What follows belongs to an exercise in optimizing a design on an open flow for small area and a short achievable clock period; a production flow would make more cautious choices. No run shown here included a check of the RTL's function; only the layout flow was run.

==> flow/design.v <==
module rca #(parameter W = 16) (
  input  wire [W-1:0] a,
  input  wire [W-1:0] b,
  input  wire         ci,
  output wire [W-1:0] s
);
  wire [W:0] c;
  assign c[0] = ci;
  genvar i;
  generate
    for (i = 0; i < W; i = i + 1) begin : bit_
      assign s[i]   = a[i] ^ b[i] ^ c[i];
      assign c[i+1] = (a[i] & b[i]) | (a[i] & c[i]) | (b[i] & c[i]);
    end
  endgenerate
endmodule
module tw_csa (
  input  wire [16:0] u,
  input  wire [17:0] v,
  input  wire        rm,
  input  wire [26:0] cst,
  output wire [15:0] z
);
  wire n1 = (u[16] & rm) ^ u[15];
  wire n2 = (u[16] & rm) & u[15];
  wire n3 = u[4] ^ v[3];
  wire n4 = u[4] & v[3];
  wire n5 = u[5] ^ v[4] ^ cst[8];
  wire n6 = (u[5] & v[4]) | (u[5] & cst[8]) | (v[4] & cst[8]);
  wire n7 = (u[6] & rm) ^ (u[3] & rm);
  wire n8 = ~(u[6] & rm) & ~(u[3] & rm);
  wire n9 = u[6] ^ v[5] ^ cst[9];
  wire n10 = (u[6] & v[5]) | (u[6] & cst[9]) | (v[5] & cst[9]);
  wire n11 = (u[7] & rm) ^ (u[4] & rm);
  wire n12 = ~(u[7] & rm) & ~(u[4] & rm);
  wire n13 = u[7] ^ v[6] ^ (v[0] & rm);
  wire n14 = (u[7] & v[6]) | (u[7] & (v[0] & rm)) | (v[6] & (v[0] & rm));
  wire n15 = ~cst[10] ^ (u[8] & rm) ^ (u[5] & rm);
  wire n16 = (~cst[10] & (u[8] & rm)) | (~cst[10] & (u[5] & rm)) | ((u[8] & rm) & (u[5] & rm));
  wire n17 = u[8] ^ u[0] ^ v[7];
  wire n18 = (u[8] & u[0]) | (u[8] & v[7]) | (u[0] & v[7]);
  wire n19 = (v[1] & rm) ^ cst[11] ^ ~(u[9] & rm);
  wire n20 = ((v[1] & rm) & cst[11]) | ((v[1] & rm) & ~(u[9] & rm)) | (cst[11] & ~(u[9] & rm));
  wire n21 = (u[6] & rm) ^ u[4];
  wire n22 = ~(u[6] & rm) & ~u[4];
  wire n23 = u[9] ^ u[1] ^ v[8];
  wire n24 = (u[9] & u[1]) | (u[9] & v[8]) | (u[1] & v[8]);
  wire n25 = (v[2] & rm) ^ cst[12] ^ ~(u[10] & rm);
  wire n26 = ((v[2] & rm) & cst[12]) | ((v[2] & rm) & ~(u[10] & rm)) | (cst[12] & ~(u[10] & rm));
  wire n27 = (u[7] & rm) ^ u[5] ^ v[4];
  wire n28 = ((u[7] & rm) & u[5]) | ((u[7] & rm) & v[4]) | (u[5] & v[4]);
  wire n29 = u[10] ^ u[2] ^ v[9];
  wire n30 = (u[10] & u[2]) | (u[10] & v[9]) | (u[2] & v[9]);
  wire n31 = (v[3] & rm) ^ cst[13] ^ ~(u[11] & rm);
  wire n32 = ((v[3] & rm) & cst[13]) | ((v[3] & rm) & ~(u[11] & rm)) | (cst[13] & ~(u[11] & rm));
  wire n33 = (u[8] & rm) ^ u[6] ^ v[5];
  wire n34 = ((u[8] & rm) & u[6]) | ((u[8] & rm) & v[5]) | (u[6] & v[5]);
  wire n35 = u[11] ^ u[3] ^ v[10];
  wire n36 = (u[11] & u[3]) | (u[11] & v[10]) | (u[3] & v[10]);
  wire n37 = (v[4] & rm) ^ cst[14] ^ ~(u[12] & rm);
  wire n38 = ((v[4] & rm) & cst[14]) | ((v[4] & rm) & ~(u[12] & rm)) | (cst[14] & ~(u[12] & rm));
  wire n39 = (u[9] & rm) ^ u[7] ^ v[6];
  wire n40 = ((u[9] & rm) & u[7]) | ((u[9] & rm) & v[6]) | (u[7] & v[6]);
  wire n41 = u[12] ^ u[4] ^ v[11];
  wire n42 = (u[12] & u[4]) | (u[12] & v[11]) | (u[4] & v[11]);
  wire n43 = (v[5] & rm) ^ cst[15] ^ ~(u[13] & rm);
  wire n44 = ((v[5] & rm) & cst[15]) | ((v[5] & rm) & ~(u[13] & rm)) | (cst[15] & ~(u[13] & rm));
  wire n45 = (u[10] & rm) ^ u[8] ^ v[7];
  wire n46 = ((u[10] & rm) & u[8]) | ((u[10] & rm) & v[7]) | (u[8] & v[7]);
  wire n47 = u[13] ^ u[5] ^ v[12];
  wire n48 = (u[13] & u[5]) | (u[13] & v[12]) | (u[5] & v[12]);
  wire n49 = (v[6] & rm) ^ cst[16] ^ ~(u[14] & rm);
  wire n50 = ((v[6] & rm) & cst[16]) | ((v[6] & rm) & ~(u[14] & rm)) | (cst[16] & ~(u[14] & rm));
  wire n51 = (u[11] & rm) ^ u[9] ^ v[8];
  wire n52 = ((u[11] & rm) & u[9]) | ((u[11] & rm) & v[8]) | (u[9] & v[8]);
  wire n53 = u[14] ^ u[6] ^ v[13];
  wire n54 = (u[14] & u[6]) | (u[14] & v[13]) | (u[6] & v[13]);
  wire n55 = (v[7] & rm) ^ cst[17] ^ ~(u[15] & rm);
  wire n56 = ((v[7] & rm) & cst[17]) | ((v[7] & rm) & ~(u[15] & rm)) | (cst[17] & ~(u[15] & rm));
  wire n57 = (u[12] & rm) ^ u[10] ^ v[9];
  wire n58 = ((u[12] & rm) & u[10]) | ((u[12] & rm) & v[9]) | (u[10] & v[9]);
  wire n59 = u[7] ^ v[14] ^ (v[8] & rm);
  wire n60 = (u[7] & v[14]) | (u[7] & (v[8] & rm)) | (v[14] & (v[8] & rm));
  wire n61 = cst[18] ^ n1 ^ ~(u[13] & rm);
  wire n62 = (cst[18] & n1) | (cst[18] & ~(u[13] & rm)) | (n1 & ~(u[13] & rm));
  wire n63 = u[11] ^ v[10] ^ ~1'b1;
  wire n64 = (u[11] & v[10]) | (u[11] & ~1'b1) | (v[10] & ~1'b1);
  wire n65 = u[8] ^ v[15] ^ (v[9] & rm);
  wire n66 = (u[8] & v[15]) | (u[8] & (v[9] & rm)) | (v[15] & (v[9] & rm));
  wire n67 = cst[19] ^ n2 ^ ~u[16];
  wire n68 = (cst[19] & n2) | (cst[19] & ~u[16]) | (n2 & ~u[16]);
  wire n69 = (u[14] & rm) ^ u[12] ^ v[11];
  wire n70 = ((u[14] & rm) & u[12]) | ((u[14] & rm) & v[11]) | (u[12] & v[11]);
  wire n71 = u[9] ^ v[16] ^ (v[10] & rm);
  wire n72 = (u[9] & v[16]) | (u[9] & (v[10] & rm)) | (v[16] & (v[10] & rm));
  wire n73 = ~cst[20] ^ (u[15] & rm) ^ u[13];
  wire n74 = (~cst[20] & (u[15] & rm)) | (~cst[20] & u[13]) | ((u[15] & rm) & u[13]);
  wire n75 = v[12] ^ 1'b1;
  wire n76 = ~v[12] & 1'b1;
  wire n77 = (u[16] & rm) ^ u[10] ^ (v[11] & rm);
  wire n78 = ((u[16] & rm) & u[10]) | ((u[16] & rm) & (v[11] & rm)) | (u[10] & (v[11] & rm));
  wire n79 = ~cst[21] ^ u[14] ^ v[17];
  wire n80 = (~cst[21] & u[14]) | (~cst[21] & v[17]) | (u[14] & v[17]);
  wire n81 = v[13] ^ 1'b1;
  wire n82 = ~v[13] & 1'b1;
  wire n83 = u[11] ^ (v[12] & rm) ^ cst[22];
  wire n84 = (u[11] & (v[12] & rm)) | (u[11] & cst[22]) | ((v[12] & rm) & cst[22]);
  wire n85 = u[2] ^ v[1] ^ cst[5];
  wire n86 = (u[2] & v[1]) | (u[2] & cst[5]) | (v[1] & cst[5]);
  wire n87 = u[3] ^ v[2] ^ cst[6];
  wire n88 = (u[3] & v[2]) | (u[3] & cst[6]) | (v[2] & cst[6]);
  wire n89 = cst[7] ^ n3 ^ ~(u[5] & rm);
  wire n90 = (cst[7] & n3) | (cst[7] & ~(u[5] & rm)) | (n3 & ~(u[5] & rm));
  wire n91 = (u[2] & rm) ^ u[0];
  wire n92 = ~(u[2] & rm) & ~u[0];
  wire n93 = n4 ^ n5 ^ n7;
  wire n94 = (n4 & n5) | (n4 & n7) | (n5 & n7);
  wire n95 = u[1] ^ v[0] ^ ~1'b1;
  wire n96 = (u[1] & v[0]) | (u[1] & ~1'b1) | (v[0] & ~1'b1);
  wire n97 = n6 ^ n8 ^ n9;
  wire n98 = (n6 & n8) | (n6 & n9) | (n8 & n9);
  wire n99 = ~n11 ^ u[2] ^ v[1];
  wire n100 = (~n11 & u[2]) | (~n11 & v[1]) | (u[2] & v[1]);
  wire n101 = n10 ^ n12 ^ n13;
  wire n102 = (n10 & n12) | (n10 & n13) | (n12 & n13);
  wire n103 = u[3] ^ v[2] ^ n15;
  wire n104 = (u[3] & v[2]) | (u[3] & n15) | (v[2] & n15);
  wire n105 = n14 ^ n17 ^ n19;
  wire n106 = (n14 & n17) | (n14 & n19) | (n17 & n19);
  wire n107 = ~n21 ^ v[3] ^ n16;
  wire n108 = (~n21 & v[3]) | (~n21 & n16) | (v[3] & n16);
  wire n109 = n18 ^ n20 ^ n22;
  wire n110 = (n18 & n20) | (n18 & n22) | (n20 & n22);
  wire n111 = n23 ^ n25 ^ ~n27;
  wire n112 = (n23 & n25) | (n23 & ~n27) | (n25 & ~n27);
  wire n113 = n24 ^ n26 ^ n29;
  wire n114 = (n24 & n26) | (n24 & n29) | (n26 & n29);
  wire n115 = ~n31 ^ n28 ^ n33;
  wire n116 = (~n31 & n28) | (~n31 & n33) | (n28 & n33);
  wire n117 = n30 ^ n32 ^ n35;
  wire n118 = (n30 & n32) | (n30 & n35) | (n32 & n35);
  wire n119 = ~n37 ^ n34 ^ n39;
  wire n120 = (~n37 & n34) | (~n37 & n39) | (n34 & n39);
  wire n121 = n36 ^ n38 ^ n41;
  wire n122 = (n36 & n38) | (n36 & n41) | (n38 & n41);
  wire n123 = ~n43 ^ n40 ^ n45;
  wire n124 = (~n43 & n40) | (~n43 & n45) | (n40 & n45);
  wire n125 = n42 ^ n44 ^ n47;
  wire n126 = (n42 & n44) | (n42 & n47) | (n44 & n47);
  wire n127 = ~n49 ^ n46 ^ n51;
  wire n128 = (~n49 & n46) | (~n49 & n51) | (n46 & n51);
  wire n129 = n48 ^ n50 ^ n53;
  wire n130 = (n48 & n50) | (n48 & n53) | (n50 & n53);
  wire n131 = ~n55 ^ n52 ^ n57;
  wire n132 = (~n55 & n52) | (~n55 & n57) | (n52 & n57);
  wire n133 = n54 ^ n56 ^ n59;
  wire n134 = (n54 & n56) | (n54 & n59) | (n56 & n59);
  wire n135 = ~n61 ^ n58 ^ n63;
  wire n136 = (~n61 & n58) | (~n61 & n63) | (n58 & n63);
  wire n137 = n60 ^ n62 ^ n65;
  wire n138 = (n60 & n62) | (n60 & n65) | (n62 & n65);
  wire n139 = ~n67 ^ n64 ^ n69;
  wire n140 = (~n67 & n64) | (~n67 & n69) | (n64 & n69);
  wire n141 = n66 ^ n68 ^ n71;
  wire n142 = (n66 & n68) | (n66 & n71) | (n68 & n71);
  wire n143 = n70 ^ n73 ^ n75;
  wire n144 = (n70 & n73) | (n70 & n75) | (n73 & n75);
  wire n145 = n72 ^ n76 ^ n77;
  wire n146 = (n72 & n76) | (n72 & n77) | (n76 & n77);
  wire n147 = n74 ^ n79 ^ n81;
  wire n148 = (n74 & n79) | (n74 & n81) | (n79 & n81);
  wire n149 = n78 ^ n82 ^ n83;
  wire n150 = (n78 & n82) | (n78 & n83) | (n82 & n83);
  wire n151 = u[15] ^ v[14] ^ n80;
  wire n152 = (u[15] & v[14]) | (u[15] & n80) | (v[14] & n80);
  wire n153 = u[16] ^ u[12] ^ (v[13] & rm);
  wire n154 = (u[16] & u[12]) | (u[16] & (v[13] & rm)) | (u[12] & (v[13] & rm));
  wire n155 = cst[23] ^ n84 ^ ~v[15];
  wire n156 = (cst[23] & n84) | (cst[23] & ~v[15]) | (n84 & ~v[15]);
  wire n157 = u[13] ^ (v[14] & rm) ^ cst[24];
  wire n158 = (u[13] & (v[14] & rm)) | (u[13] & cst[24]) | ((v[14] & rm) & cst[24]);
  wire n159 = v[16] ^ 1'b1;
  wire n160 = ~v[16] & 1'b1;
  wire n161 = u[14] ^ v[17] ^ (v[15] & rm);
  wire n162 = (u[14] & v[17]) | (u[14] & (v[15] & rm)) | (v[17] & (v[15] & rm));
  wire n163 = u[15] ^ (v[16] & rm);
  wire n164 = u[15] & (v[16] & rm);
  wire n165 = u[1] ^ v[0];
  wire n166 = u[1] & v[0];
  wire n167 = ~n85 ^ (u[3] & rm) ^ (u[0] & rm);
  wire n168 = (~n85 & (u[3] & rm)) | (~n85 & (u[0] & rm)) | ((u[3] & rm) & (u[0] & rm));
  wire n169 = n86 ^ n87 ^ ~(u[4] & rm);
  wire n170 = (n86 & n87) | (n86 & ~(u[4] & rm)) | (n87 & ~(u[4] & rm));
  wire n171 = n88 ^ n89 ^ n91;
  wire n172 = (n88 & n89) | (n88 & n91) | (n89 & n91);
  wire n173 = n90 ^ n92 ^ n93;
  wire n174 = (n90 & n92) | (n90 & n93) | (n92 & n93);
  wire n175 = n94 ^ n97 ^ ~n96;
  wire n176 = (n94 & n97) | (n94 & ~n96) | (n97 & ~n96);
  wire n177 = n98 ^ n101 ^ ~n100;
  wire n178 = (n98 & n101) | (n98 & ~n100) | (n101 & ~n100);
  wire n179 = n102 ^ n105 ^ ~n104;
  wire n180 = (n102 & n105) | (n102 & ~n104) | (n105 & ~n104);
  wire n181 = n106 ^ n109 ^ n111;
  wire n182 = (n106 & n109) | (n106 & n111) | (n109 & n111);
  wire n183 = n110 ^ n112 ^ n113;
  wire n184 = (n110 & n112) | (n110 & n113) | (n112 & n113);
  wire n185 = n114 ^ n117 ^ ~n116;
  wire n186 = (n114 & n117) | (n114 & ~n116) | (n117 & ~n116);
  wire n187 = n118 ^ n121 ^ ~n120;
  wire n188 = (n118 & n121) | (n118 & ~n120) | (n121 & ~n120);
  wire n189 = n122 ^ n125 ^ ~n124;
  wire n190 = (n122 & n125) | (n122 & ~n124) | (n125 & ~n124);
  wire n191 = n126 ^ n129 ^ ~n128;
  wire n192 = (n126 & n129) | (n126 & ~n128) | (n129 & ~n128);
  wire n193 = n130 ^ n133 ^ ~n132;
  wire n194 = (n130 & n133) | (n130 & ~n132) | (n133 & ~n132);
  wire n195 = n134 ^ n137 ^ ~n136;
  wire n196 = (n134 & n137) | (n134 & ~n136) | (n137 & ~n136);
  wire n197 = n138 ^ n141 ^ ~n140;
  wire n198 = (n138 & n141) | (n138 & ~n140) | (n141 & ~n140);
  wire n199 = n142 ^ n145 ^ ~n144;
  wire n200 = (n142 & n145) | (n142 & ~n144) | (n145 & ~n144);
  wire n201 = n146 ^ n149 ^ ~n148;
  wire n202 = (n146 & n149) | (n146 & ~n148) | (n149 & ~n148);
  wire n203 = n150 ^ n153 ^ n155;
  wire n204 = (n150 & n153) | (n150 & n155) | (n153 & n155);
  wire n205 = n154 ^ n156 ^ n157;
  wire n206 = (n154 & n156) | (n154 & n157) | (n156 & n157);
  wire n207 = cst[25] ^ n158 ^ n160;
  wire n208 = (cst[25] & n158) | (cst[25] & n160) | (n158 & n160);
  wire n209 = cst[26] ^ n162 ^ n163;
  wire n210 = (cst[26] & n162) | (cst[26] & n163) | (n162 & n163);
  wire n211 = cst[2] ^ (u[0] & rm);
  wire n212 = cst[2] & ~(u[0] & rm);
  wire n213 = u[0] ^ cst[3] ^ ~(u[1] & rm);
  wire n214 = (u[0] & cst[3]) | (u[0] & ~(u[1] & rm)) | (cst[3] & ~(u[1] & rm));
  wire n215 = cst[4] ^ n165 ^ ~(u[2] & rm);
  wire n216 = (cst[4] & n165) | (cst[4] & ~(u[2] & rm)) | (n165 & ~(u[2] & rm));
  wire n217 = n166 ^ ~n167 ^ 1'b1;
  wire n218 = (n166 & ~n167) | (n166 & 1'b1) | (~n167 & 1'b1);
  wire n219 = ~n169 ^ (u[1] & rm) ^ n168;
  wire n220 = (~n169 & (u[1] & rm)) | (~n169 & n168) | ((u[1] & rm) & n168);
  wire n221 = n170 ^ n171 ^ 1'b1;
  wire n222 = (n170 & n171) | (n170 & 1'b1) | (n171 & 1'b1);
  wire n223 = n172 ^ n173 ^ ~n95;
  wire n224 = (n172 & n173) | (n172 & ~n95) | (n173 & ~n95);
  wire n225 = n174 ^ n175 ^ ~n99;
  wire n226 = (n174 & n175) | (n174 & ~n99) | (n175 & ~n99);
  wire n227 = n176 ^ n177 ^ ~n103;
  wire n228 = (n176 & n177) | (n176 & ~n103) | (n177 & ~n103);
  wire n229 = n178 ^ n179 ^ ~n107;
  wire n230 = (n178 & n179) | (n178 & ~n107) | (n179 & ~n107);
  wire n231 = n180 ^ n181 ^ ~n108;
  wire n232 = (n180 & n181) | (n180 & ~n108) | (n181 & ~n108);
  wire n233 = n182 ^ n183 ^ ~n115;
  wire n234 = (n182 & n183) | (n182 & ~n115) | (n183 & ~n115);
  wire n235 = n184 ^ n185 ^ ~n119;
  wire n236 = (n184 & n185) | (n184 & ~n119) | (n185 & ~n119);
  wire n237 = n186 ^ n187 ^ ~n123;
  wire n238 = (n186 & n187) | (n186 & ~n123) | (n187 & ~n123);
  wire n239 = n188 ^ n189 ^ ~n127;
  wire n240 = (n188 & n189) | (n188 & ~n127) | (n189 & ~n127);
  wire n241 = n190 ^ n191 ^ ~n131;
  wire n242 = (n190 & n191) | (n190 & ~n131) | (n191 & ~n131);
  wire n243 = n192 ^ n193 ^ ~n135;
  wire n244 = (n192 & n193) | (n192 & ~n135) | (n193 & ~n135);
  wire n245 = n194 ^ n195 ^ ~n139;
  wire n246 = (n194 & n195) | (n194 & ~n139) | (n195 & ~n139);
  wire n247 = n196 ^ n197 ^ ~n143;
  wire n248 = (n196 & n197) | (n196 & ~n143) | (n197 & ~n143);
  wire n249 = n198 ^ n199 ^ ~n147;
  wire n250 = (n198 & n199) | (n198 & ~n147) | (n199 & ~n147);
  wire n251 = n200 ^ n201 ^ ~n151;
  wire n252 = (n200 & n201) | (n200 & ~n151) | (n201 & ~n151);
  wire n253 = n202 ^ n203 ^ ~n152;
  wire n254 = (n202 & n203) | (n202 & ~n152) | (n203 & ~n152);
  wire n255 = n204 ^ n205 ^ ~n159;
  wire n256 = (n204 & n205) | (n204 & ~n159) | (n205 & ~n159);
  wire n257 = n161 ^ n206 ^ n207;
  wire n258 = (n161 & n206) | (n161 & n207) | (n206 & n207);
  wire n259 = n208 ^ n209 ^ 1'b1;
  wire n260 = (n208 & n209) | (n208 & 1'b1) | (n209 & 1'b1);
  wire n261 = 1'b1 ^ n211;
  wire n262 = 1'b1 & ~n211;
  wire n263 = n212 ^ n213 ^ n262;
  wire n264 = (n212 & n213) | (n212 & n262) | (n213 & n262);
  wire n265 = n214 ^ n215 ^ n264;
  wire n266 = (n214 & n215) | (n214 & n264) | (n215 & n264);
  wire n267 = n216 ^ n217 ^ n266;
  wire n268 = (n216 & n217) | (n216 & n266) | (n217 & n266);
  wire n269 = n218 ^ ~n219 ^ n268;
  wire n270 = (n218 & ~n219) | (n218 & n268) | (~n219 & n268);
  wire n271 = ~n220 ^ n221 ^ n270;
  wire n272 = (~n220 & n221) | (~n220 & n270) | (n221 & n270);
  wire n273 = n222 ^ n223 ^ n272;
  wire n274 = (n222 & n223) | (n222 & n272) | (n223 & n272);
  wire n275 = n224 ^ n225 ^ n274;
  wire n276 = (n224 & n225) | (n224 & n274) | (n225 & n274);
  wire n277 = n226 ^ n227 ^ n276;
  wire n278 = (n226 & n227) | (n226 & n276) | (n227 & n276);
  wire n279 = n228 ^ n229 ^ n278;
  wire n280 = (n228 & n229) | (n228 & n278) | (n229 & n278);
  wire n281 = n230 ^ n231 ^ n280;
  wire n282 = (n230 & n231) | (n230 & n280) | (n231 & n280);
  wire n283 = n232 ^ n233 ^ n282;
  wire n284 = (n232 & n233) | (n232 & n282) | (n233 & n282);
  wire n285 = n234 ^ n235 ^ n284;
  wire n286 = (n234 & n235) | (n234 & n284) | (n235 & n284);
  wire n287 = n236 ^ n237 ^ n286;
  wire n288 = (n236 & n237) | (n236 & n286) | (n237 & n286);
  wire n289 = n238 ^ n239 ^ n288;
  wire n290 = (n238 & n239) | (n238 & n288) | (n239 & n288);
  wire n291 = n240 ^ n241 ^ n290;
  wire n292 = (n240 & n241) | (n240 & n290) | (n241 & n290);
  wire n293 = n242 ^ n243 ^ n292;
  wire n294 = (n242 & n243) | (n242 & n292) | (n243 & n292);
  wire n295 = n244 ^ n245 ^ n294;
  wire n296 = (n244 & n245) | (n244 & n294) | (n245 & n294);
  wire n297 = n246 ^ n247 ^ n296;
  wire n298 = (n246 & n247) | (n246 & n296) | (n247 & n296);
  wire n299 = n248 ^ n249 ^ n298;
  wire n300 = (n248 & n249) | (n248 & n298) | (n249 & n298);
  wire n301 = n250 ^ n251 ^ n300;
  wire n302 = (n250 & n251) | (n250 & n300) | (n251 & n300);
  wire n303 = n252 ^ n253 ^ n302;
  wire n304 = (n252 & n253) | (n252 & n302) | (n253 & n302);
  wire n305 = n254 ^ n255 ^ n304;
  wire n306 = (n254 & n255) | (n254 & n304) | (n255 & n304);
  wire n307 = n256 ^ n257 ^ n306;
  wire n308 = (n256 & n257) | (n256 & n306) | (n257 & n306);
  wire n309 = n258 ^ n259 ^ n308;
  wire n310 = (n258 & n259) | (n258 & n308) | (n259 & n308);
  assign z = {n309, n307, n305, n303, n301, n299, n297, n295, n293, n291, n289, n287, n285, n283, n281, n279};
endmodule
module tw_prep (
  input  wire [15:0] ar, ai,
  input  wire        w1, w3, w9, w2, w6,
  output wire [16:0] y0, y1,
  output wire        od_p, od_n, os_p, os_n
);
  wire [16:0] xr = {ar[15], ar}, xi = {ai[15], ai};
  wire [16:0] ts, g;
  rca #(17) u_ts (.a(xr), .b(xi), .ci(1'b0), .s(ts));    
  rca #(17) u_g  (.a(xi), .b(~xr), .ci(1'b0), .s(g));    
  assign od_p = g[16] & ~g[15];     
  assign od_n = ~g[16] & g[15];     
  assign os_p = ~ts[16] & ts[15];   
  assign os_n = ts[16] & ~ts[15];   
  assign y0 = w3 ? xi : w9 ? ~xr : w2 ? ts : w6 ? g : xr;
  assign y1 = w3 ? xr : w9 ? ~xi : w2 ? g : w6 ? ~ts : xi;
endmodule
module tw_mul (
  input  wire [16:0] y0, y1,
  input  wire        w1, w3, w9, w2, w6,
  input  wire        od_p, od_n, os_p, os_n,
  output wire [15:0] zr, zi
);
  wire rm = w1 | w3 | w9;
  wire [26:0] kr = w9 ? 27'd2676 : w6 ? 27'd1448 : 27'd0;
  wire [26:0] ki = w1 ? 27'd784 : (w3 | w9) ? 27'd1892 : (w2 | w6) ? 27'd1448 : 27'd0;
  wire [26:0] br = w1 ? 27'd1892 : w3 ? 27'd784 : w9 ? -27'd1892 : w2 ? 27'd1448 : w6 ? -27'd1448 : 27'd0;
  wire [26:0] bi = w1 ? -27'd784 : w3 ? -27'd1892 : w9 ? 27'd784 : (w2 | w6) ? -27'd1448 : 27'd0;
  wire [26:0] cr = kr + (od_p ? -(br << 16) : od_n ? (br << 16) : 27'd0);
  wire [26:0] ci = ki + (os_p ? -(bi << 16) : os_n ? (bi << 16) : 27'd0);
  wire [16:0] ui = y1 ^ {17{w3}};
  wire [16:0] vi = y0 ^ {17{~w3}};
  tw_csa u_re (.u(y0), .v(rm ? {y1[16], y1} : {y0, 1'b0}), .rm(rm), .cst(cr), .z(zr));
  tw_csa u_im (.u(ui), .v(rm ? {vi[16], vi} : {y1, 1'b0}), .rm(rm), .cst(ci), .z(zi));
endmodule
module FFT_TOB (
  input  wire signed [15:0] Input_re,
  input  wire signed [15:0] Input_Im,
  input  wire               cordic_Valid,
  input  wire               clk,
  input  wire               rst,
  output wire signed [15:0] Output_FFT_Re,
  output wire signed [15:0] Output_FFT_Im,
  output wire               Data_Valid
);
  reg [3:0] p;
  reg       dv;
  always @(posedge clk or negedge rst)
    if (!rst) begin
      p  <= 4'd0;
      dv <= 1'b0;
    end else begin
      if (cordic_Valid) p <= p + 4'd1;
      if (p == 4'd14)   dv <= 1'b1;
    end
  assign Data_Valid = dv;
  wire p3 = p[3], p2 = p[2], p1 = p[1], p0 = p[0];
  wire first = (p == 4'd0);
  wire p2is  = (p == 4'd2);
  wire last  = (p == 4'd15);
  reg [127:0] d1r, d1i;    
  reg [63:0]  d2r, d2i;    
  reg [31:0]  d3r, d3i;    
  reg [15:0]  d4r, d4i;    
  reg [15:0]  zr, zi;      
  reg [16:0]  y0, y1;      
  reg         yodp, yodn, yosp, yosn;
  wire yw1 = (p == 4'd4);
  wire yw3 = (p == 4'd6) | (p == 4'd8);
  wire yw9 = (p == 4'd10);
  wire yw2 = (p == 4'd0) | (p == 4'd5);
  wire yw6 = (p == 4'd2) | (p == 4'd9);
  wire yw4 = (p == 4'd1);
  reg [15:0]  ar, ai;      
  reg [15:0]  br, bi;      
  wire [15:0] xr = Input_re, xi = Input_Im;
  wire [15:0] r1r = d1r[127:112], r1i = d1i[127:112];
  wire [15:0] r2r = d2r[63:48],   r2i = d2i[63:48];
  wire [15:0] r3r = d3r[31:16],   r3i = d3i[31:16];
  wire [15:0] r4r = d4r,          r4i = d4i;
  wire [15:0] a1r, a1i, b1r, b1i;
  rca u_a1r (.a(r1r), .b(p3 ? xr : 16'd0), .ci(1'b0), .s(a1r));
  rca u_a1i (.a(r1i), .b(p3 ? xi : 16'd0), .ci(1'b0), .s(a1i));
  rca u_b1r (.a(r1r), .b(~xr), .ci(1'b1), .s(b1r));
  rca u_b1i (.a(r1i), .b(~xi), .ci(1'b1), .s(b1i));
  wire [15:0] s1r = a1r;
  wire [15:0] s1i = a1i;
  wire [15:0] w1r = p3 ? b1r : xr;
  wire [15:0] w1i = p3 ? b1i : xi;
  wire c2 = ~p3 & p2;
  wire [15:0] b2r, b2i, a2r, a2i;
  rca u_b2r (.a(r2r), .b(~(c2 ? r1i : s1r)),      .ci(1'b1), .s(b2r));
  rca u_b2i (.a(r2i), .b(c2 ? r1r : ~s1i),        .ci(~c2),  .s(b2i));
  wire [15:0] w2r = p2 ? b2r : s1r;
  wire [15:0] w2i = p2 ? b2i : s1i;
  rca u_a2r (.a(r2r), .b(s1r), .ci(1'b0), .s(a2r));
  rca u_a2i (.a(r2i), .b(s1i), .ci(1'b0), .s(a2i));
  wire [3:0]  q   = p + 4'd2;
  wire [15:0] t2r = d2r[31:16], t2i = d2i[31:16];
  wire [15:0] t1r = d1r[95:80], t1i = d1i[95:80];
  wire        qsw = ~q[3] & q[2];
  wire [15:0] yr, yi;
  rca u_yr (.a(t2r), .b(qsw ? t1i : 16'd0),  .ci(1'b0), .s(yr));
  rca u_yi (.a(t2i), .b(qsw ? ~t1r : 16'd0), .ci(qsw), .s(yi));
  wire qw1 = (q == 4'd5);
  wire qw3 = (q == 4'd7) | (q == 4'd9);
  wire qw9 = (q == 4'd11);
  wire qw2 = (q == 4'd1) | (q == 4'd6);
  wire qw6 = (q == 4'd3) | (q == 4'd10);
  wire qw4 = (q == 4'd2);
  wire [16:0] py0, py1;
  wire        podp, podn, posp, posn;
  tw_prep u_prep (.ar(yr), .ai(yi), .w1(qw1), .w3(qw3), .w9(qw9), .w2(qw2), .w6(qw6),
                  .y0(py0), .y1(py1), .od_p(podp), .od_n(podn), .os_p(posp), .os_n(posn));
  wire [15:0] er, ei;
  tw_mul u_mul (.y0(y0), .y1(y1), .w1(yw1), .w3(yw3), .w9(yw9), .w2(yw2), .w6(yw6),
                .od_p(yodp), .od_n(yodn), .os_p(yosp), .os_n(yosn), .zr(er), .zi(ei));
  wire ymul = yw1 | yw3 | yw9 | yw2 | yw6;
  wire        x3  = p3 & p2;
  wire [15:0] mr  = x3 ? a2r : zr;
  wire [15:0] mi  = x3 ? a2i : zi;
  wire [15:0] b3r, b3i;
  rca u_b3r (.a(r3r), .b(~mr), .ci(1'b1), .s(b3r));
  rca u_b3i (.a(r3i), .b(~mi), .ci(~p2is), .s(b3i));
  wire [15:0] w3r = p1 ? b3r : mr;
  wire [15:0] w3i = p1 ? b3i : mi;
  wire c5 = p0 & ~p1;
  wire [15:0] s3r, s3i, a3r, a3i, o4r, o4i, e4r, e4i, sumr, sumi, a8r, a8i;
  rca u_a3r (.a(r3r), .b(p1 ? zr : 16'd0), .ci(1'b0), .s(a3r));
  rca u_a3i (.a(r3i), .b(p1 ? zi : 16'd0), .ci(p2is), .s(a3i));
  wire [15:0] s3or = a3r;
  wire [15:0] s3oi = a3i;
  rca u_e4r (.a(r4r), .b(c5 ? r3i : s3or),  .ci(1'b0), .s(e4r));
  rca u_e4i (.a(r4i), .b(c5 ? ~r3r : s3oi), .ci(c5),   .s(e4i));
  assign o4r = p0 ? e4r : r4r;
  assign o4i = p0 ? e4i : r4i;
  out_add u_or (.acc(first ? 16'd0 : ar), .x(xr), .o(o4r), .last(last), .sum(sumr), .y(Output_FFT_Re));
  out_add u_oi (.acc(first ? 16'd0 : ai), .x(xi), .o(o4i), .last(last), .sum(sumi), .y(Output_FFT_Im));
  wire [15:0] i4r = c5 ? r3i : s3or;
  wire [15:0] b4r, b4i;
  rca u_b4r (.a(r4r), .b(~i4r), .ci(1'b1), .s(b4r));
  rca u_b4i (.a(r4i), .b(c5 ? r3r : ~s3oi), .ci(~c5), .s(b4i));
  rca u_a8r (.a(first ? 16'd0 : br), .b(xr ^ {16{p0}}), .ci(p0), .s(a8r));
  rca u_a8i (.a(first ? 16'd0 : bi), .b(xi ^ {16{p0}}), .ci(p0), .s(a8i));
  wire [15:0] w4r = last ? a8r : p0 ? b4r : s3or;
  wire [15:0] w4i = last ? a8i : p0 ? b4i : s3oi;
  always @(posedge clk) begin
    d1r <= {d1r[111:0], w1r};  d1i <= {d1i[111:0], w1i};
    d2r <= {d2r[47:0],  w2r};  d2i <= {d2i[47:0],  w2i};
    d3r <= {d3r[15:0],  w3r};  d3i <= {d3i[15:0],  w3i};
    d4r <= w4r;                d4i <= w4i;
    y0  <= py0;                y1  <= py1;
    yodp <= podp; yodn <= podn; yosp <= posp; yosn <= posn;
    zr  <= ymul ? er : yw4 ? y1[15:0] : y0[15:0];
    zi  <= ymul ? ei : yw4 ? ~y0[15:0] : y1[15:0];
    ar  <= sumr;               ai  <= sumi;
    br  <= a8r;                bi  <= a8i;
  end
endmodule
module out_add (
  input  wire [15:0] acc,
  input  wire [15:0] x,
  input  wire [15:0] o,
  input  wire        last,
  output wire [15:0] sum,
  output wire [15:0] y
);
  assign sum = acc + x;
  assign y   = last ? sum : o;
endmodule
==> flow/flow/run.sh <==
#!/bin/bash
cp standard.sh standard_sh_copy.log
echo "export SETUP_SLACK_MARGIN = 13.6" >> config.mk
bash standard.sh > standard.log 2>&1
==> flow/standard.sh <==
#!/bin/bash
# synth_recipe.tcl (not shown) runs the flow's synth.tcl, then flattens the netlist and writes it again
# the make line also repeats each setting of config.mk as NAME=value (left out here)
make -C /OpenROAD-flow-scripts/flow DESIGN_CONFIG=/design/flow/config.mk WORK_HOME=/design/flow/orfs CLKGATE_MAP_FILE= SYNTH_SCRIPT=/design/flow/synth_recipe.tcl "${@:-finish}"
==> flow/config.mk <==
export PLATFORM = sky130hd
export DESIGN_NAME = FFT_TOB
export DESIGN_NICKNAME = FFT_TOB
export VERILOG_FILES = /design/flow/design.v
export SDC_FILE = /design/flow/constraint.sdc
export NUM_CORES = 4
export LEC_CHECK = 0
export CAP_MARGIN = 20
export CORE_MARGIN = 2
export CORE_UTILIZATION = 40
export SLEW_MARGIN = 20
export SETUP_SLACK_MARGIN = 13.6
==> flow/constraint.sdc <==
create_clock -name core_clock -period 27.0 [get_ports {clk}]
set_input_delay 5.4000 -clock core_clock [delete_from_list [all_inputs] [get_ports {clk}]]
set_output_delay 5.4000 -clock core_clock [all_outputs]
set_load 0.01 [all_outputs]
==> summary.md, run 1 <==
| Metric | Value |
|---|---|
| Die extent in x | `307 um` |
| Antenna cells | `0` |
| DRC Markers | `0` |
| Yosys cell types | `slightly above 70` |
| Endpoints failing hold | `0` |
| CTS tree | `built` |
| Fin crit period | `~14 ns` |
| Synth Area in Compound Gates | `0.102` |
| Vias post-DR | `23990` |
| Synth Area in XOR/XNOR | `0.0404` |
| DRT antenna net count | `0` |
| Max incr delay on CP | `0.51 ns` |
| Crit path top cell by count | `fa_2` |
| H-tree Lvls | `2` |
| Avg Cell Area, Syn | `10.3 um2` |
| Syn nets | `around 4200` |
| Share of cells above drive strength 1 | `0.0907` |
| Adder-cell share of the synthesized area | `0.331` |
| Clock skew | `about 0.044 ns` |
| Die footprint | `between 90000 and 100000 um2` |
| Setup TNS | `0 ns` |
| Fin cells | `4816` |
| Largest net degree at the start of global routing | `between 80 and 90` |
| Yosys reg bits | `a little over 600` |
| Post-Syn Instances | `between 3000 and 4000` |
| Vias/cell | `about 5.0` |
| Fmax | `~70 MHz` |
| Average wire per standard cell | `roughly 20 um` |
| GRT Total Usage | `0.210` |
| WP data required | `21.60 ns` |
| Die Y | `just over 300 um` |
| Drt pass-1 iters | `5` |
| Slew HR | `0.289` |
| Worst hold path type | `reg -> reg` |
| Worst-Margin Slew | `~1.1 ns` |
| Core Area | `90400 um2` |
| Root Buffer | `clkbuf_16` |
| Worst endpoint data arrival time | `approximately 9.0 ns` |
| Initial Util | `0.405` |
| Worst-path fanout max | `4` |
| CTS buffer count | `between 50 and 60` |
| Port Buffers | `67` |
| Dpl cells | `roughly 4700` |
| Cts-stage hold buffer count | `0` |
| Final net count | `around 4300` |
| # clock sinks | `~620` |
| Vias in the first global route | `around 25000` |
| Fin crit share | `0.532` |
| Main combinational cell family by area after synthesis | `adder cells` |
| Clk latency of the worst-skew pair | `0.65 ns` |
| Async SR Flop Fraction | `0.00808` |
| Final setup fails | `0` |
| Number of synthesized flops with an enable pin | `0` |
| Num rows | `110` |
| Critical path launch point type | `register` |
| YS warnings | `1` |
| P&R area growth vs syn | `12.5%` |
| First-pass GRT wire length | `149000 um` |
| Initial antenna violation count | `3` |
| Netlist Area Pre-Place | `36600 um2` |
| Reg clk slew, reported paths | `roughly 0.070 ns` |
| Crit-path slowest cell | `dfrtp_4` |
| Max-slew violation count | `0` |
| Starting DRC count in detailed routing | `about 1800` |
| Status | `timing/DRC/antenna clean` |
| GP Congestion | `between 0.8 and 0.9` |
| Dpl hpwl | `about 76000 um` |
| Dominant synthesized flop cell | `dfxtp_1` |
| Simple-gate share of the synthesized area | `0.0821` |
| I/O pin count | `68` |
| Max-cap violations | `0` |
| Congestion Overflow GR | `0` |
| CP Class | `reg -> out` |
| Routed WL | `between 90000 and 100000 um` |
| CTS Buffer Depth | `3` |
| Mux cell area share after synthesis | `0.0302` |
| RSZ-0062 raised after global routing | `true` |
| Register area share after synthesis | `0.339` |
| Critical path capture point type | `output port` |
## cells in the final DEF, fill, tap and decap left out, types with 13 or more instances in the layout
cell type / n
nor3_1: 24
o21a_1: 14
fa_2: 53
clkbuf_16: 60
xnor2_1: 132
o211ai_2: 13
dfxtp_1: 614
a21o_1: 35
fa_1: 495
and2_1: 50
clkdlybuf4s50_1: 37
buf_4: 58
a221oi_1: 15
xor2_1: 30
nor2_1: 226
a21oi_1: 228
or3_1: 15
nand2_1: 335
nand2b_1: 16
o21ai_1: 15
a211oi_1: 43
ha_1: 82
inv_1: 532
o211ai_1: 14
mux2i_1: 83
o21ai_0: 146
## Yosys cell counts, drive strengths merged, types with 3 or more instances
cell,number,area share
and3,7,0.0012
a31oi,11,0.0019
maj3,5,0.0014
nand2,337,0.035
nor2b,12,0.0021
ha,89,0.030
a22oi,7,0.0014
o22ai,7,0.0012
a21boi,4,0.00082
inv,537,0.055
a211oi,48,0.0098
o21bai,4,0.00082
fa,548,0.30
or3,15,0.0026
o311ai,4,0.00096
o211ai,27,0.0073
a21oi,233,0.032
nor3,24,0.0033
nand3,9,0.0012
mux2,11,0.0034
o31ai,3,0.00062
nand2b,16,0.0027
a21o,35,0.0072
o2bb2ai,3,0.00072
xor2,31,0.0079
o21a,14,0.0029
dfxtp,614,0.34
nor2,227,0.023
a221o,3,0.00082
buf,72,0.010
mux2i,98,0.027
a41oi,3,0.00072
clkbuf,88,0.0090
and2,53,0.0091
a2111oi,3,0.0017
xnor2,135,0.033
a221oi,16,0.0040
dfrtp,5,0.0034
o2111ai,6,0.0014
o31a,3,0.00072
o21ai,163,0.022
## critical path: cells and delay by family, from the launching register on
| family | cells | cell delay [ns] |
|---|---|---|
| and+or+nand+nor | 1 | 0.14 |
| AOI/OAI and AO/OA | 2 | 0.43 |
| buffers and inverters | 4 | 0.51 |
| DFF | 1 | 0.51 |
| adders and majority gates | 17 | 6.23 |
| muxes | 2 | 0.50 |
## worst paths after layout
kind | startpoint | slack, ns | endpoint | cells past startpoint
min in group asynchronous | rst | 5.14 | dv | 1
setup / recovery | p[0] | 12.64 | Output_FFT_Im[15] | 26
max in group asynchronous | rst | 21.40 | p[0] | 1
hold / removal | d1r[51] | 0.31 | d1r[67] | 0
setup reg to reg | p[1] | 14.45 | zi[15] | 41
hold reg to reg | d1r[51] | 0.31 | d1r[67] | 0
## through the flow
step	hold slack, ns	util	worst slack (ns)	area, um2
2_1_floorplan	0.310	-	13.53	36800
3_3_place_gp	0.310	0.426	12.58	38500
3_5_place_dp	0.312	0.426	12.43	38500
4_1_cts	0.313	0.453	12.59	41000
5_1_grt	0.305	0.455	12.33	41200
6_report	0.308	0.455	12.64	41200
## repair_timing
item                                    CTS  global route
pin swaps                                20            17
buffers inserted                         20             8
cloned                                    2             1
gates resized for setup                 121            30
endpoints found under the setup margin   28            15
## routing by layer
layer,global-route usage,vias to the layer above,share of wire
met5,0,-,0.00013
met4,0.0569,2,0.026
met3,0.0394,126,0.061
met2,0.334,576,0.46
met1,0.295,12024,0.46
li1,-,11262,-
## flip-flops by register name, indices dropped and copies added (netlist names), 17 cells and up
name,flops
d1i,128
d1r,128
d2i,64
d2r,64
d3i,32
d3r,32
y0,17
y1,17
## kinds of logic (layout without fill, tap and decap cells)
kind of cell             count (synthesis)  after routing
AO/OA/AOI/OAI                          609            609
XOR/XNOR                               166            166
adder cells (fa/ha/maj)                642            642
buffers and inverters                  699            785
flip-flops                             619            619
multiplexers                           109            109
AND/OR/NAND/NOR                        710            710
## layout make-up
cell class | count | area [um2]
clock buffer | 75 | 1610
sequential | 619 | 12400
multi-input combinational | 2236 | 21900
inverter | 539 | 2040
tap | 1176 | 1470
timing repair buffer | 135 | 1280
clock inverter | 36 | 419
fill | 8416 | 49200
==> run 2: changes to the inputs <==
--- a/flow/design.v
+++ b/flow/design.v
@@ -391,7 +391,7 @@
   assign Data_Valid = dv;
   wire p3 = p[3], p2 = p[2], p1 = p[1], p0 = p[0];
   wire first = (p == 4'd0);
-  wire p2is  = (p == 4'd2);
+  reg  p2is;                  
   wire last  = (p == 4'd15);
   reg [127:0] d1r, d1i;    
   reg [63:0]  d2r, d2i;    
@@ -485,6 +485,7 @@
     d3r <= {d3r[15:0],  w3r};  d3i <= {d3i[15:0],  w3i};
     d4r <= w4r;                d4i <= w4i;
     y0  <= py0;                y1  <= py1;
+    p2is <= (p == 4'd1);
     yodp <= podp; yodn <= podn; yosp <= posp; yosn <= posn;
     zr  <= ymul ? er : yw4 ? y1[15:0] : y0[15:0];
     zi  <= ymul ? ei : yw4 ? ~y0[15:0] : y1[15:0];
==> run 2 against run 1 <==
Still clean. Critical path depth is the same. Routed wire length down 1.8%. Global-route usage down 0.15 points. Maximum frequency up 1.4%. Clock skew down 0.021 ns. Final cell count increased by 0.91%. First-iteration DRC count down 4.9%. Synthesized area is 0.42% lower. Critical path type unchanged. Highest routed layer unchanged.
==> summary.md, run 2 <==
| Metric | Value |
|---|---|
| Avg Cell Area, Syn | `10.2 um2 (-1.3%)` |
| Core Area | `90100 um2 (-0.30%)` |
| Final setup fails | `0 (unchanged)` |
| Die Y | `306 um (-0.21%)` |
| Crit-path slowest cell | `fa_1` |
| Initial antenna violation count | `3 (unchanged)` |
| Reg clk slew, reported paths | `0.06 ns (about the same)` |
| Antenna cells | `0 (unchanged)` |
| Commonest cells after routing, fill and taps aside | `dfxtp_1 (615), inv_1 (528), fa_1 (496)` |
| CTS Buffer Depth | `3 (unchanged)` |
| Yosys cell types | `68 (-5.6%)` |
| Final net count | `4305 (+1.0%)` |
| Worst-Margin Slew | `0.902 ns (-0.161 ns)` |
| Vias/cell | `4.96 (-0.50%)` |
| First-pass GRT wire length | `148000 um (-0.48%)` |
| Critical path capture point type | `output port` |
| Crit path top cell by count | `fa_2` |
| Worst hold path type | `reg -> reg` |
| Syn nets | `4256 (+0.71%)` |
| Worst slack, placed | `12.52 ns (+0.0899 ns)` |
| # clock sinks | `620 (+0.16%)` |
| Max-cap violations | `0 (unchanged)` |
| Die footprint | `93600 um2 (-0.41%)` |
| Endpoints failing hold | `0 (unchanged)` |
| Setup TNS | `0 ns (unchanged)` |
| RSZ-0062 raised after global routing | `true` |
| CTS buffer count | `66 (+12%)` |
| Fin crit share | `0.524 (-0.00751)` |
| Largest net degree at the start of global routing | `75 (-11%)` |
| Post-synth top area share | `0.338 (+0.00197)` |
| YS warnings | `1 (unchanged)` |
| Critical path launch point type | `register` |
| Routed WL | `94700 um (-1.8%)` |
| WP data required | `21.60 ns (about the same)` |
| Cts-stage hold buffer count | `0 (unchanged)` |
| Root Buffer | `clkbuf_16` |
| Filler instances | `8348 (-0.81%)` |
| GRT Total Usage | `0.209 (-0.00149)` |
| GP Congestion | `0.903 (+0.89%)` |
| Leading cell type in the layout, fill and taps excluded | `dfxtp_1` |
| Max incr delay on CP | `0.45 ns (-0.06 ns)` |
| Starting DRC count in detailed routing | `1743 (-4.9%)` |
| I/O pin count | `68 (unchanged)` |
| Dpl hpwl | `74700 um (-1.4%)` |
| Slew HR | `0.398 (+0.109)` |
| Fin crit period | `14.16 ns (-0.203 ns)` |
| Final worst slack | `12.84 ns (+0.203 ns)` |
| DRC Markers | `0 (unchanged)` |
| P&R area growth vs syn | `13.5%` |
| Status | `timing/DRC/antenna clean` |
| Initial Util | `0.404 (-0.000471)` |
| Largest regs | `d1i x128, d1r x128` |
| Clk latency of the worst-skew pair | `0.63 ns (-0.02 ns)` |
| Dominant synthesized flop cell | `dfxtp_1` |
| Vias in the first global route | `24902 (+1.0%)` |
| Top-count cell post-synth | `dfxtp_1` |
| Number of synthesized flops with an enable pin | `0 (unchanged)` |
| Vias post-DR | `24088 (+0.41%)` |
| Synth area leaders | `dfxtp_1 (34%), fa_1 (30%), inv_1 (5.5%), nand2_1 (3.6%), xnor2_1 (3.4%)` |
| Register area share after synthesis | `0.341 (+0.00198)` |
| Average wire per standard cell | `19.5 um (-2.6%)` |
| Die extent in x | `306 um (-0.21%)` |
| Layout Utilization | `0.459 (+0.00354)` |
| Drt pass-1 iters | `5 (unchanged)` |
| Worst-path fanout max | `3 (-1)` |
| Share of cells above drive strength 1 | `0.0904 (-0.000268)` |
| Port Buffers | `67 (unchanged)` |
| H-tree Lvls | `3 (+1)` |
| Clock skew | `0.0230 ns (-0.0209 ns)` |
| Netlist Area Pre-Place | `36500 um2 (-0.42%)` |
| Commonest cells post-synth | `dfxtp_1 (615), fa_1 (548), inv_1 (530), nand2_1 (350), a21oi_1 (240)` |
| Worst endpoint data arrival time | `8.76 ns (-0.20 ns)` |
| Max-slew violation count | `0 (unchanged)` |
| Num rows | `110 (unchanged)` |
| CP Class | `reg -> out` |
| Async SR Flop Fraction | `0.00806 (-0.0000130)` |
| CTS tree | `built` |
| Congestion Overflow GR | `0 (unchanged)` |
| Post-Syn Instances | `3584 (+0.84%)` |
| Fmax | `70.6 MHz (+1.4%)` |
| WP buf/inv | `4 (unchanged)` |
| Critical path's top delay family | `adder cells` |
| Yosys reg bits | `620 (+0.16%)` |
| Final hold slack | `0.319 ns (+0.0103 ns)` |
| Largest area contributor in the netlist | `dfxtp_1` |
| DRT antenna net count | `0 (unchanged)` |
## run 2: changes by cell type after synthesis, sizes merged, moves of 7 or more
cell,delta
o211ai,-12
a21oi,+7
xnor2,+7
o21ai,+35
mux2i,-16
clkbuf,+28
nand2,+13
buf,-23
nor3,+12
## run 2: metrics by stage
stage | cell area (um2) | cells
detailed placement | 38400 | 4712
floorplan | 36600 | 3584
finish | 41400 | 4860
CTS | 41100 | 4847
global placement | 38400 | 4712
global route | 41400 | 4860
## run 2: metal layers
layer	vias to the layer above	part of all wire	global-route usage
met4	2	0.024	0.0552
li1	11379	-	-
met1	11984	0.45	0.291
met5	-	0.00013	0
met3	132	0.053	0.0345
met2	591	0.47	0.338
## run 2: worst register-to-register path: cells and delay by family, from the launching register on
family / cells / cell delay (ns)
buf+inv: 7 / 1.31
simple gates: 2 / 0.49
flops: 1 / 0.65
xor+xnor: 4 / 0.69
compound gates: 7 / 1.21
fa+ha+maj: 21 / 7.94
## run 2: path summary, 6_finish.rpt
path | start | end | slack [ns] | cells after the start
worst max-delay path | p[1] | Output_FFT_Im[15] | 12.84 | 26
min in group asynchronous | rst | dv | 5.10 | 1
worst min register to register | d2r[42] | d2r[58] | 0.32 | 0
worst max register to register | p[0] | zi[15] | 14.60 | 41
worst min-delay path | d2r[42] | d2r[58] | 0.32 | 0
max in group asynchronous | rst | p[3] | 21.53 | 1
## run 2: final cells by class
type                    instances  area (um2)  share of cell area
clock buffers                  84        1830              0.0442
flip-flops and latches        620       12400               0.301
well taps                    1176        1470              0.0356
clock inverters                35         452              0.0109
repair buffers                146        1320              0.0318
multi-input cells            2266       21800               0.528
inverters                     533        2010              0.0485
## run 2: what timing repair did
item	in CTS	in global routing
cloned	2	0
setup endpoints to repair	24	15
pin swaps	11	15
gates resized for setup	109	63
hold endpoints to repair	0	0
buffers inserted	14	13
## run 2: cell families (layout without fill, tap and decap cells)
| logic type | count (synthesis) | count (layout) | synth area share |
|---|---|---|---|
| xor gates and xnor gates | 169 | 169 | 0.0408 |
| AOI/OAI and AO/OA | 626 | 626 | 0.100 |
| DFF | 620 | 620 | 0.341 |
| adders and majority gates | 642 | 642 | 0.333 |
| buffers and inverters | 698 | 798 | 0.0734 |
| and+or+nand+nor | 739 | 739 | 0.0863 |
| muxes | 90 | 90 | 0.0251 |
==> run 3: changes to the inputs <==
--- a/flow/design.v
+++ b/flow/design.v
@@ -391,7 +391,7 @@
   assign Data_Valid = dv;
   wire p3 = p[3], p2 = p[2], p1 = p[1], p0 = p[0];
   wire first = (p == 4'd0);
-  reg  p2is;                  
+  wire p2is  = (p == 4'd2);
   wire last  = (p == 4'd15);
   reg [127:0] d1r, d1i;    
   reg [63:0]  d2r, d2i;    
@@ -485,7 +485,6 @@
     d3r <= {d3r[15:0],  w3r};  d3i <= {d3i[15:0],  w3i};
     d4r <= w4r;                d4i <= w4i;
     y0  <= py0;                y1  <= py1;
-    p2is <= (p == 4'd1);
     yodp <= podp; yodn <= podn; yosp <= posp; yosn <= posn;
     zr  <= ymul ? er : yw4 ? y1[15:0] : y0[15:0];
     zi  <= ymul ? ei : yw4 ? ~y0[15:0] : y1[15:0];
==> flow/flow/run.sh (replaced) <==
#!/bin/bash
cp standard.sh standard_sh_copy.log
echo "export SETUP_SLACK_MARGIN = 13.8" >> config.mk
bash standard.sh > standard.log 2>&1
--- a/flow/config.mk
+++ b/flow/config.mk
@@ -7,6 +7,6 @@
 export LEC_CHECK = 0
 export CAP_MARGIN = 20
 export CORE_MARGIN = 2
-export CORE_UTILIZATION = 40
+export CORE_UTILIZATION = 65
 export SLEW_MARGIN = 20
-export SETUP_SLACK_MARGIN = 13.6
+export SETUP_SLACK_MARGIN = 13.8
==> run 3 against run 2 <==
Still clean. First-iteration DRC count increased by 15%. Register-to-register slack got worse by 0.27 ns. Die area decreased by 38%. Critical path type unchanged. Largest cell class unchanged.
==> summary.md, run 3 <==
| Metric | Value |
|---|---|
| Post-Syn Instances | `3554 (-0.84%)` |
| DRT antenna net count | `0 (unchanged)` |
| Worst hold path type | `reg -> reg` |
| Yosys cell types | `72 (+5.9%)` |
| I/O pin count | `68 (unchanged)` |
| Final setup fails | `0 (unchanged)` |
| Layout Utilization | `0.741 (+0.282)` |
| CTS tree | `built` |
| DRC Markers | `0 (unchanged)` |
| WP buf/inv | `4 (unchanged)` |
| Status | `timing/DRC/antenna clean` |
| Final worst slack | `12.61 ns (-0.239 ns)` |
| Share of cells above drive strength 1 | `0.106 (+0.0158)` |
| CTS buffer count | `61 (-7.6%)` |
| Core Area | `55400 um2 (-39%)` |
| Starting DRC count in detailed routing | `2005 (+15%)` |
| Critical path's top delay family | `adder cells` |
| RSZ-0062 raised after global routing | `true` |
| Max incr delay on CP | `0.51 ns (+0.06 ns)` |
| Congestion Overflow GR | `0 (unchanged)` |
| CP Class | `reg -> out` |
| GRT Total Usage | `0.368 (+0.160)` |
| Clock skew | `0.0361 ns (+0.0131 ns)` |
| Fmax | `69.5 MHz (-1.7%)` |
| Number of synthesized flops with an enable pin | `0 (unchanged)` |
| Avg Cell Area, Syn | `10.3 um2 (+1.3%)` |
| WP data required | `21.60 ns (about the same)` |
| Clk latency of the worst-skew pair | `0.66 ns (+0.03 ns)` |
| Commonest cells post-synth | `dfxtp_1 (614), fa_1 (548), inv_1 (533), nand2_1 (336), a21oi_1 (233)` |
| Die Y | `241 um (-21%)` |
| Endpoints failing hold | `0 (unchanged)` |
| Worst-path fanout max | `4 (+1)` |
| Critical path capture point type | `output port` |
| Max-slew violation count | `0 (unchanged)` |
| Critical path launch point type | `register` |
| Initial antenna violation count | `4 (+1)` |
| Worst-Margin Slew | `1.29 ns (+0.388 ns)` |
| Fin crit period | `14.40 ns (+0.239 ns)` |
| Worst slack, placed | `12.44 ns (-0.0855 ns)` |
| Port Buffers | `67 (unchanged)` |
| GP Congestion | `0.967 (+7.1%)` |
| Post-synth top area share | `0.336 (-0.00197)` |
| Largest regs | `d1i x128, d1r x128` |
| Register area share after synthesis | `0.339 (-0.00198)` |
| Filler instances | `3877 (-54%)` |
| Initial Util | `0.661 (+0.256)` |
| Async SR Flop Fraction | `0.00808 (+0.0000130)` |
| Crit-path slowest cell | `dfrtp_4` |
| Final hold slack | `0.299 ns (-0.0197 ns)` |
| YS warnings | `1 (unchanged)` |
| Largest net degree at the start of global routing | `75 (unchanged)` |
| Netlist Area Pre-Place | `36600 um2 (+0.42%)` |
| Root Buffer | `clkbuf_16` |
| Dpl hpwl | `78100 um (+4.6%)` |
| Vias in the first global route | `26635 (+7.0%)` |
| Average wire per standard cell | `23.5 um (+20%)` |
| Vias/cell | `5.82 (+17%)` |
| Largest area contributor in the netlist | `dfxtp_1` |
| Die extent in x | `241 um (-21%)` |
| Leading cell type in the layout, fill and taps excluded | `dfxtp_1` |
| Commonest cells after routing, fill and taps aside | `dfxtp_1 (614), inv_1 (530), fa_1 (495)` |
| CTS Buffer Depth | `3 (unchanged)` |
| Synth area leaders | `dfxtp_1 (34%), fa_1 (30%), inv_1 (5.5%), nand2_1 (3.4%), xnor2_1 (3.2%)` |
| Top-count cell post-synth | `dfxtp_1` |
| Dpl cells | `4247 (-9.9%)` |
| Die footprint | `58200 um2 (-38%)` |
| Worst endpoint data arrival time | `8.99 ns (+0.23 ns)` |
| Drt pass-1 iters | `6 (+1)` |
| Crit path top cell by count | `fa_2` |
| Yosys reg bits | `619 (-0.16%)` |
| H-tree Lvls | `2 (-1)` |
| Fin cells | `4423 (-9.0%)` |
| Dominant synthesized flop cell | `dfxtp_1` |
| Max-cap violations | `0 (unchanged)` |
| Vias post-DR | `25722 (+6.8%)` |
| # clock sinks | `619 (-0.16%)` |
| Slew HR | `0.129 (-0.270)` |
| Reg clk slew, reported paths | `0.07 ns (about the same)` |
| Syn nets | `4226 (-0.70%)` |
| Setup TNS | `0 ns (unchanged)` |
| Fin crit share | `0.533 (+0.00887)` |
| Final net count | `4294 (-0.26%)` |
| Num rows | `86 (-22%)` |
| First-pass GRT wire length | `157000 um (+5.9%)` |
| P&R area growth vs syn | `12.2%` |
| Routed WL | `104000 um (+9.6%)` |
run 3: cell types whose count changed after synthesis, sizes merged, moves of 12 or more:
cell	previous run	this run
clkbuf	116	88
nor3	36	24
nand2	350	337
mux2i	82	98
o21ai	198	163
o211ai	15	27
buf	49	72
run 3: timing repair:
item | 4_1_cts | 5_1_grt
hold buffers | 0 | 0
cloned | 2 | 0
endpoints found under the setup margin | 36 | 18
resized for setup | 165 | 34
buffers inserted | 40 | 17
pin swaps | 26 | 15
run 3: per-stage QoR:
step | cell area, um2
floorplan | 36800
global placement | 38000
detailed placement | 38000
CTS | 40800
global route | 41100
finish | 41100
run 3: worst reg2reg max path: cells and delay by family, from the launching register on:
kind	cells	cell delay, ns
fa+ha+maj	22	8.48
buf+inv	8	1.97
compound gates	5	0.87
xor+xnor	4	0.74
flops	1	0.42
simple gates	1	0.08
run 3: routing by layer:
metal  track usage  wire length, um
met1         0.485            40800
met3        0.0800             8880
met5             0               13
met2         0.589            48600
met4         0.168             5500
run 3: worst paths after layout:
path | startpoint | to | slack [ns] | depth (start not counted)
setup reg to reg | p[1] | zi[15] | 14.33 | 40
setup / recovery | p[0] | Output_FFT_Im[15] | 12.61 | 26
hold reg to reg | d3r[9] | d3r[25] | 0.30 | 0
max in group asynchronous | rst | p[2] | 21.38 | 1
min in group asynchronous | rst | p[0] | 5.14 | 1
hold / removal | d3r[9] | d3r[25] | 0.30 | 0
run 3: kinds of logic (layout without fill, tap and decap cells):
group           after synthesis  after routing  share of synthesized area
fa+ha+maj                   642            642                      0.331
mux                         109            109                     0.0302
other cells                   0              1                          0
xor+xnor                    166            166                     0.0404
buf+inv                     699            819                     0.0744
flops                       619            619                      0.339
simple gates                710            710                     0.0821
compound gates              609            609                      0.102
run 3: layout make-up:
type | instances | area [um2] | area share
inverter | 539 | 2040 | 0.0497
clock inverter | 40 | 492 | 0.0120
antenna | 1 | 2.50 | 0.0000609
timing repair buffer | 165 | 1500 | 0.0365
clock buffer | 75 | 1650 | 0.0402
tap | 748 | 936 | 0.0228
sequential | 619 | 12400 | 0.303
multi-input combinational | 2236 | 22000 | 0.536
==> run 4: changes to the inputs <==
--- a/flow/design.v
+++ b/flow/design.v
@@ -391,7 +391,7 @@
   assign Data_Valid = dv;
   wire p3 = p[3], p2 = p[2], p1 = p[1], p0 = p[0];
   wire first = (p == 4'd0);
-  wire p2is  = (p == 4'd2);
+  reg  p2is;                  
   wire last  = (p == 4'd15);
   reg [127:0] d1r, d1i;    
   reg [63:0]  d2r, d2i;    
@@ -461,8 +461,8 @@
   wire [15:0] w3i = p1 ? b3i : mi;
   wire c5 = p0 & ~p1;
   wire [15:0] s3r, s3i, a3r, a3i, o4r, o4i, e4r, e4i, sumr, sumi, a8r, a8i;
-  rca u_a3r (.a(r3r), .b(p1 ? zr : 16'd0), .ci(1'b0), .s(a3r));
-  rca u_a3i (.a(r3i), .b(p1 ? zi : 16'd0), .ci(p2is), .s(a3i));
+  rca u_a3r (.a(r3r), .b(zr), .ci(1'b0), .s(a3r));
+  rca u_a3i (.a(r3i), .b(zi), .ci(p2is), .s(a3i));
   wire [15:0] s3or = a3r;
   wire [15:0] s3oi = a3i;
   rca u_e4r (.a(r4r), .b(c5 ? r3i : s3or),  .ci(1'b0), .s(e4r));
@@ -477,14 +477,15 @@
   rca u_b4i (.a(r4i), .b(c5 ? r3r : ~s3oi), .ci(~c5), .s(b4i));
   rca u_a8r (.a(first ? 16'd0 : br), .b(xr ^ {16{p0}}), .ci(p0), .s(a8r));
   rca u_a8i (.a(first ? 16'd0 : bi), .b(xi ^ {16{p0}}), .ci(p0), .s(a8i));
-  wire [15:0] w4r = last ? a8r : p0 ? b4r : s3or;
-  wire [15:0] w4i = last ? a8i : p0 ? b4i : s3oi;
+  wire [15:0] w4r = last ? a8r : p0 ? b4r : p1 ? s3or : r3r;
+  wire [15:0] w4i = last ? a8i : p0 ? b4i : p1 ? s3oi : r3i;
   always @(posedge clk) begin
     d1r <= {d1r[111:0], w1r};  d1i <= {d1i[111:0], w1i};
     d2r <= {d2r[47:0],  w2r};  d2i <= {d2i[47:0],  w2i};
     d3r <= {d3r[15:0],  w3r};  d3i <= {d3i[15:0],  w3i};
     d4r <= w4r;                d4i <= w4i;
     y0  <= py0;                y1  <= py1;
+    p2is <= (p == 4'd1);
     yodp <= podp; yodn <= podn; yosp <= posp; yosn <= posn;
     zr  <= ymul ? er : yw4 ? y1[15:0] : y0[15:0];
     zi  <= ymul ? ei : yw4 ? ~y0[15:0] : y1[15:0];
==> flow/flow/run.sh (replaced) <==
#!/bin/bash
cp standard.sh standard_sh_copy.log
echo "export SETUP_SLACK_MARGIN = 13.6" >> config.mk
bash standard.sh > standard.log 2>&1
--- a/flow/config.mk
+++ b/flow/config.mk
@@ -7,6 +7,6 @@
 export LEC_CHECK = 0
 export CAP_MARGIN = 20
 export CORE_MARGIN = 2
-export CORE_UTILIZATION = 65
+export CORE_UTILIZATION = 40
 export SLEW_MARGIN = 20
-export SETUP_SLACK_MARGIN = 13.8
+export SETUP_SLACK_MARGIN = 13.6
==> run 4 against run 3 <==
First-iteration DRC count shrank 5.6%. Synthesized cell count up 2.4%. Flip-flop and latch count is 1 higher. Global-route usage shrank 16 points. Clock-buffer cell count decreased by 4. Critical endpoint unchanged.
==> summary.md, run 4 <==
| Metric | Value |
|---|---|
| Dpl hpwl | `75600 um (-3.2%)` |
| Vias post-DR | `24465 (-4.9%)` |
| Initial antenna violation count | `2 (-2)` |
| Largest area contributor in the netlist | `dfxtp_1` |
| Cts-stage hold buffer count | `0 (unchanged)` |
| Commonest cells after routing, fill and taps aside | `dfxtp_1 (610), inv_1 (553), fa_1 (494)` |
| Commonest cells post-synth | `dfxtp_1 (615), inv_1 (557), fa_1 (548), nand2_1 (323), nor2_1 (252)` |
| Max-cap violations | `0 (unchanged)` |
| P&R area growth vs syn | `12.6%` |
| First-pass GRT wire length | `152000 um (-2.8%)` |
| Layout Utilization | `0.454 (-0.287)` |
| Largest regs | `d1i x128, d1r x128` |
| Fin crit share | `0.506 (-0.0275)` |
| Clock skew | `0.0342 ns (-0.00183 ns)` |
| Die Y | `308 um (+28%)` |
| GRT Total Usage | `0.211 (-0.158)` |
| Largest net degree at the start of global routing | `75 (unchanged)` |
| DRC Markers | `0 (unchanged)` |
| Reg clk slew, reported paths | `0.07 ns (about the same)` |
| Status | `timing/DRC/antenna clean` |
| CTS Buffer Depth | `3 (unchanged)` |
| Final setup fails | `0 (unchanged)` |
| CTS tree | `built` |
| Fmax | `73.2 MHz (+5.4%)` |
| WP data required | `21.60 ns (about the same)` |
| Critical path capture point type | `output port` |
| Async SR Flop Fraction | `0.00806 (-0.0000130)` |
| Setup TNS | `0 ns (unchanged)` |
| Routed WL | `96600 um (-6.9%)` |
| Avg Cell Area, Syn | `10.2 um2 (-1.4%)` |
| Leading cell type in the layout, fill and taps excluded | `dfxtp_1` |
| Critical path launch point type | `register` |
| I/O pin count | `68 (unchanged)` |
-- run 4: area by class of cell --
type	count	area, um2	share of cell area
clock buffers	71	1610	0.0388
repair buffers	125	1180	0.0283
repair inverters	1	5.00	0.000120
well taps	1186	1480	0.0357
diodes	4	10.0	0.000241
clock inverters	37	509	0.0122
multi-input cells	2299	22200	0.534
inverters	561	2120	0.0510
flip-flops and latches	620	12500	0.299
-- run 4: final timing paths --
| kind | end | depth (start not counted) | slack, ns | from |
|---|---|---|---|---|
| min in group asynchronous | p[0] | 1 | 5.08 | rst |
| min reg2reg | d2r[48] | 0 | 0.31 | d2r[32] |
| min | d2r[48] | 0 | 0.31 | d2r[32] |
| max | Output_FFT_Im[15] | 25 | 13.35 | p2is |
| max reg2reg | zr[15] | 41 | 14.25 | p[0] |
| max in group asynchronous | p[3] | 1 | 21.56 | rst |
-- run 4: repair_timing --
| action | 4_1_cts | 5_1_grt |
|---|---|---|
| setup buffers | 15 | 6 |
| gates resized for setup | 162 | 33 |
| cloned | 3 | 0 |
| pin swaps | 27 | 20 |
| endpoints found under the setup margin | 25 | 21 |
-- run 4: cell families after synthesis --
| group | share of synthesized area |
|---|---|
| XOR/XNOR | 0.0412 |
| flip-flops | 0.337 |
| multiplexers | 0.0330 |
| AND/OR/NAND/NOR | 0.0873 |
| adder cells (fa/ha/maj) | 0.328 |
| AO/OA/AOI/OAI | 0.0996 |
| buffers and inverters | 0.0748 |
-- run 4: worst max-delay path: stages (launching register included) --
cell	delay, ns
dfxtp_2	0.33
fa_2	0.37
inv_2	0.06
fa_2	0.46
mux2i_4	0.18
inv_2	0.06
fa_2	0.40
fa_2	0.37
fa_2	0.37
fa_2	0.37
fa_2	0.37
fa_2	0.37
fa_2	0.37
fa_2	0.37
fa_2	0.38
fa_2	0.37
fa_2	0.38
fa_2	0.38
fa_2	0.38
fa_2	0.42
inv_1	0.09
nand3_1	0.09
a211oi_2	0.23
a2111oi_2	0.08
o22ai_1	0.20
buf_2	0.15
-- run 4: through the flow --
step                      setup slack (ns)  cell area (um2)
after floorplan                      13.61            37100
after global placement               12.22            38800
after detailed placement             12.15            38800
after CTS                            13.22            41400
after global routing                 13.01            41600
final                                13.35            41600
-- run 4: layer usage --
metal	GRT usage	routed length (um)
met1	0.293	43600
met2	0.353	46500
met4	0.0467	1940
met3	0.0256	4690
met5	0	0

-- afterwards: timing with drivers on the ports --
No port has a modelled driver above. Below, the same layouts with a new extraction and two added sets of constraints.
Step 1, drivers: a clkbuf_16 drives clk and a buf_2 each remaining input, both assumed.
Step 2 adds t to the input delays and takes it off the output delays; t is the mean of the earliest and latest rising clock arrival at the registers after step 1. Input paths then give back, and output paths get back, about the clock's delay inside the block.
a / b / c = ideal / step 1 / step 2; a / b = the first two.
| run | t, ns | slack for setup (ns) | worst setup path after step 2 | worst register clock-pin slew, ns | worst slew at a driven data input, ns |
|---|---|---|---|---|---|
| run 1 | 0.694 | 12.642 / 12.579 / 13.273 | register to output | 0.07 / 0.07 | 0.07 |
| run 2 | 0.683 | 12.844 / 12.776 / 13.443 | input to register | 0.07 / 0.07 | 0.14 |
| run 3 | 0.701 | 12.605 / 12.542 / 13.243 | register to output | 0.07 / 0.07 | 0.07 |
| run 4 | 0.691 | 13.347 / 13.282 / 13.564 | input to register | 0.07 / 0.07 | 0.12 |
After both steps every run listed still meets setup and hold.
